From an optimization exercise on the open Yosys and OpenROAD flow, aimed at small area and a short achievable clock period; shortcuts taken in it are not production practice.
RTL that was checked went through simulation tests only; none was proved equivalent to the original.
No driver is modelled on the clock port, so clock power and skew are understated where the tree is cut down; a real chip needs a root buffer or a tree.
Power figures rest on the tool's default switching activity, not on a simulated workload.

== red ==
==> module ultrasonido, before the edit <==
module ultrasonido(clk, trig, echo, distancia, init, done);
input init;
input clk;
input echo;
output reg trig;
output reg [8:0] distancia;
output reg done;
reg pr;       
reg pa;       
reg pl;       
reg [22:0] t;
localparam [22:0] INV = 23'h2AAAAA;
wire [22:0] s = t ^ INV;
reg W;
wire [22:0] s_nx = pr ? 23'd1 : {s[21:0], s[22] ^ s[17] ^ (s[21:0] == 22'd0)};
wire zero22 = (s_nx[21:0] == 22'd0);
wire next_z = zero22 & s_nx[22];        
wire cur_z = zero22 & ~s_nx[22];        
wire end_w = s_nx[22] & s_nx[20] & s_nx[19] & s_nx[11] & s_nx[10] & ~s_nx[6];
wire W_nx = next_z | ((W | cur_z) & ~end_w);
reg [10:0] q;
reg [16:0] R;
reg h;
localparam [16:0] ROFF = 17'd31072;
wire last = q[10] & q[8] & q[7] & q[4] & q[1]
          & R[15] & R[12] & R[9] & R[3] & R[2] & R[1] & R[0];
wire [17:0] S = {1'b0, R} + 18'd17;
wire co = S[17];
wire clr = pr | pl | (pa & last);
wire [16:0] R_nx = clr ? ROFF : pa ? (co ? (S[16:0] | ROFF) : S[16:0]) : R;
wire [10:0] q_nx = clr ? 11'd0 : q + {10'd0, pa & co};
wire [8:0] dist_d;
wire trig_d, done_d, pa_d, pl_d, h_d, W_d;
ultrasonido_io io (
	.init(init), .echo(echo), .W(W), .h(h), .Kn(W | ~h), .done(done), .distancia(distancia),
	.qn(q_nx[8:0]), .Y(W_nx),
	.trig_d(trig_d), .done_d(done_d), .pa_d(pa_d), .pl_d(pl_d), .h_d(h_d),
	.W_d(W_d), .dist_d(dist_d));
always @(posedge clk) begin
	pr <= ~init;
	pa <= pa_d;
	pl <= pl_d;
	t <= s_nx ^ INV;
	q <= q_nx;
	R <= R_nx;
	h <= h_d;
	trig <= trig_d;
	W <= W_d;
	done <= done_d;
	distancia <= dist_d;
end
endmodule
==> module ultrasonido_io, before the edit <==
module ultrasonido_io(init, echo, W, h, Kn, done, distancia, qn, Y,
                      trig_d, done_d, pa_d, pl_d, h_d, W_d, dist_d);
input init, echo, W, h, done;
input Kn;                               
input [8:0] distancia, qn;
input Y;
output trig_d, done_d, pa_d, pl_d, h_d, W_d;
output [8:0] dist_d;
wire act = ~W & echo;                   
wire lowev = ~W & ~echo;                
wire ld = ~(echo | Kn);                 
assign trig_d = init & W;
assign done_d = init & (done | lowev);
assign pa_d = init & act;
assign pl_d = init & lowev;
assign h_d = init & (act | (h & ~lowev));
assign W_d = ~init | Y;
assign dist_d = ld ? (qn & {9{init}}) : (distancia & {9{init}});
endmodule
==> flow/config.mk <==
export PLATFORM = sky130hd
export DESIGN_NAME = ultrasonido
export DESIGN_NICKNAME = ultrasonido
export VERILOG_FILES = /design/flow/design.v
export SDC_FILE = /design/flow/constraint.sdc
export NUM_CORES = 4
export LEC_CHECK = 0
export CAP_MARGIN = 20
export CORE_MARGIN = 2
export CORE_UTILIZATION = 70
export SLEW_MARGIN = 20
export SYNTH_HIERARCHICAL = 1
==> flow/constraint.sdc <==
create_clock -name core_clock -period 18.0 [get_ports {clk}]
set_input_delay 3.6000 -clock core_clock [delete_from_list [all_inputs] [get_ports {clk}]]
set_output_delay 3.6000 -clock core_clock [all_outputs]
set_load 0.01 [all_outputs]
standard.sh (not shown) runs the stock make flow with config.mk's settings and CLKGATE_MAP_FILE= SYNTH_SCRIPT=/design/flow/synth_recipe.tcl, a recipe that flattens the netlist after the stock synthesis.
==> flow/flow/run.sh <==
#!/bin/bash
# The standard ORFS layout (standard.sh) with: faster port buffers, extra
# setup margin for repair_timing, and the clock tree replaced after CTS by a
# few clock buffers on the clock port (flow/clock_leaves.tcl).
export FLOW_FLOW_DIR=$PWD/flow
bash standard.sh BUFFER_PORTS_ARGS="-buffer_cell sky130_fd_sc_hd__buf_2" CTS_ARGS="-sink_clustering_enable -repair_clock_nets -dont_use_dummy_load" SETUP_SLACK_MARGIN=13.3 POST_CTS_TCL=$PWD/flow/post_cts.tcl finish > standard.log 2>&1
Other scripts of this flow, unchanged in this note and not shown: flow/flow/clock_leaves.tcl, flow/flow/post_cts.tcl
The following lists how blue was set up differently from red:
diff --git a/flow/design.v b/flow/design.v
--- a/flow/design.v
+++ b/flow/design.v
@@ -30,13 +30,13 @@
 wire clr = pr | pl | (pa & last);
 wire [16:0] R_nx = clr ? ROFF : pa ? (co ? (S[16:0] | ROFF) : S[16:0]) : R;
 wire [10:0] q_nx = clr ? 11'd0 : q + {10'd0, pa & co};
 wire [8:0] dist_d;
 wire trig_d, done_d, pa_d, pl_d, h_d, W_d;
 ultrasonido_io io (
-	.init(init), .echo(echo), .W(W), .h(h), .Kn(W | ~h), .done(done), .distancia(distancia),
+	.init(init), .echo(echo), .W(W), .h(h), .done(done), .distancia(distancia),
 	.qn(q_nx[8:0]), .Y(W_nx),
 	.trig_d(trig_d), .done_d(done_d), .pa_d(pa_d), .pl_d(pl_d), .h_d(h_d),
 	.W_d(W_d), .dist_d(dist_d));
 always @(posedge clk) begin
 	pr <= ~init;
 	pa <= pa_d;
@@ -48,25 +48,24 @@
 	trig <= trig_d;
 	W <= W_d;
 	done <= done_d;
 	distancia <= dist_d;
 end
 endmodule
-module ultrasonido_io(init, echo, W, h, Kn, done, distancia, qn, Y,
+module ultrasonido_io(init, echo, W, h, done, distancia, qn, Y,
                       trig_d, done_d, pa_d, pl_d, h_d, W_d, dist_d);
 input init, echo, W, h, done;
-input Kn;                               
 input [8:0] distancia, qn;
 input Y;
 output trig_d, done_d, pa_d, pl_d, h_d, W_d;
 output [8:0] dist_d;
 wire act = ~W & echo;                   
 wire lowev = ~W & ~echo;                
-wire ld = ~(echo | Kn);                 
+wire ld = lowev & h;                    
 assign trig_d = init & W;
 assign done_d = init & (done | lowev);
 assign pa_d = init & act;
 assign pl_d = init & lowev;
 assign h_d = init & (act | (h & ~lowev));
 assign W_d = ~init | Y;
-assign dist_d = ld ? (qn & {9{init}}) : (distancia & {9{init}});
+assign dist_d = init ? (ld ? qn : distancia) : 9'd0;
 endmodule
==> comparison <==
blue closes out successfully: all stages finished, all timing, DRC and antenna checks passed. Looking at total power across blue and red, the one that comes out higher is blue. Clock power deteriorates in blue relative to red. Routed wire length is higher on blue. Re setup total negative slack: no difference whatsoever between red and blue. Diff red -> blue | final instance count without filler cells | decrease of 0.31%. Diff blue and red: design area higher in red. Taking red as the reference point, the total routing usage reported by global routing of blue falls by 0.32 points.
Only the layout flow was run in blue; the RTL was not checked for function there. No run of this note takes its clock network from TritonCTS; it comes from the design's own scripts or RTL.

afterwards: timing with drivers on the ports:
The results above use ideal ports. As a check the final layouts listed here were re-extracted and re-timed, cells and wires unchanged.
Step 1 (the two cells are an assumption about what drives the block):
set clk [get_ports {clk}]
set_driving_cell -lib_cell sky130_fd_sc_hd__clkbuf_16 $clk
set_driving_cell -lib_cell sky130_fd_sc_hd__buf_2 [delete_from_list [all_inputs] $clk]
Step 2 times the ports against the registers' clock, not the clock port: input delays grow and output delays shrink by t, the midpoint of the rising clock arrivals with the driver on.
Three values: ideal ports, drivers, drivers and shift; two values: the first two.
run	t (ns)	setup WS [ns]	hold WS [ns]	worst register clock-pin slew, ns
red	0.204	13.618 / 13.653 / 13.449	0.379 / 0.379 / 0.379	0.09 / 0.09
blue	0.200	13.529 / 13.562 / 13.362	0.395 / 0.395 / 0.395	0.09 / 0.09
After both steps every run listed still meets setup and hold. For red, which loses most, drivers alone change the setup slack by +0.035 ns; drivers and shift together by -0.169 ns.
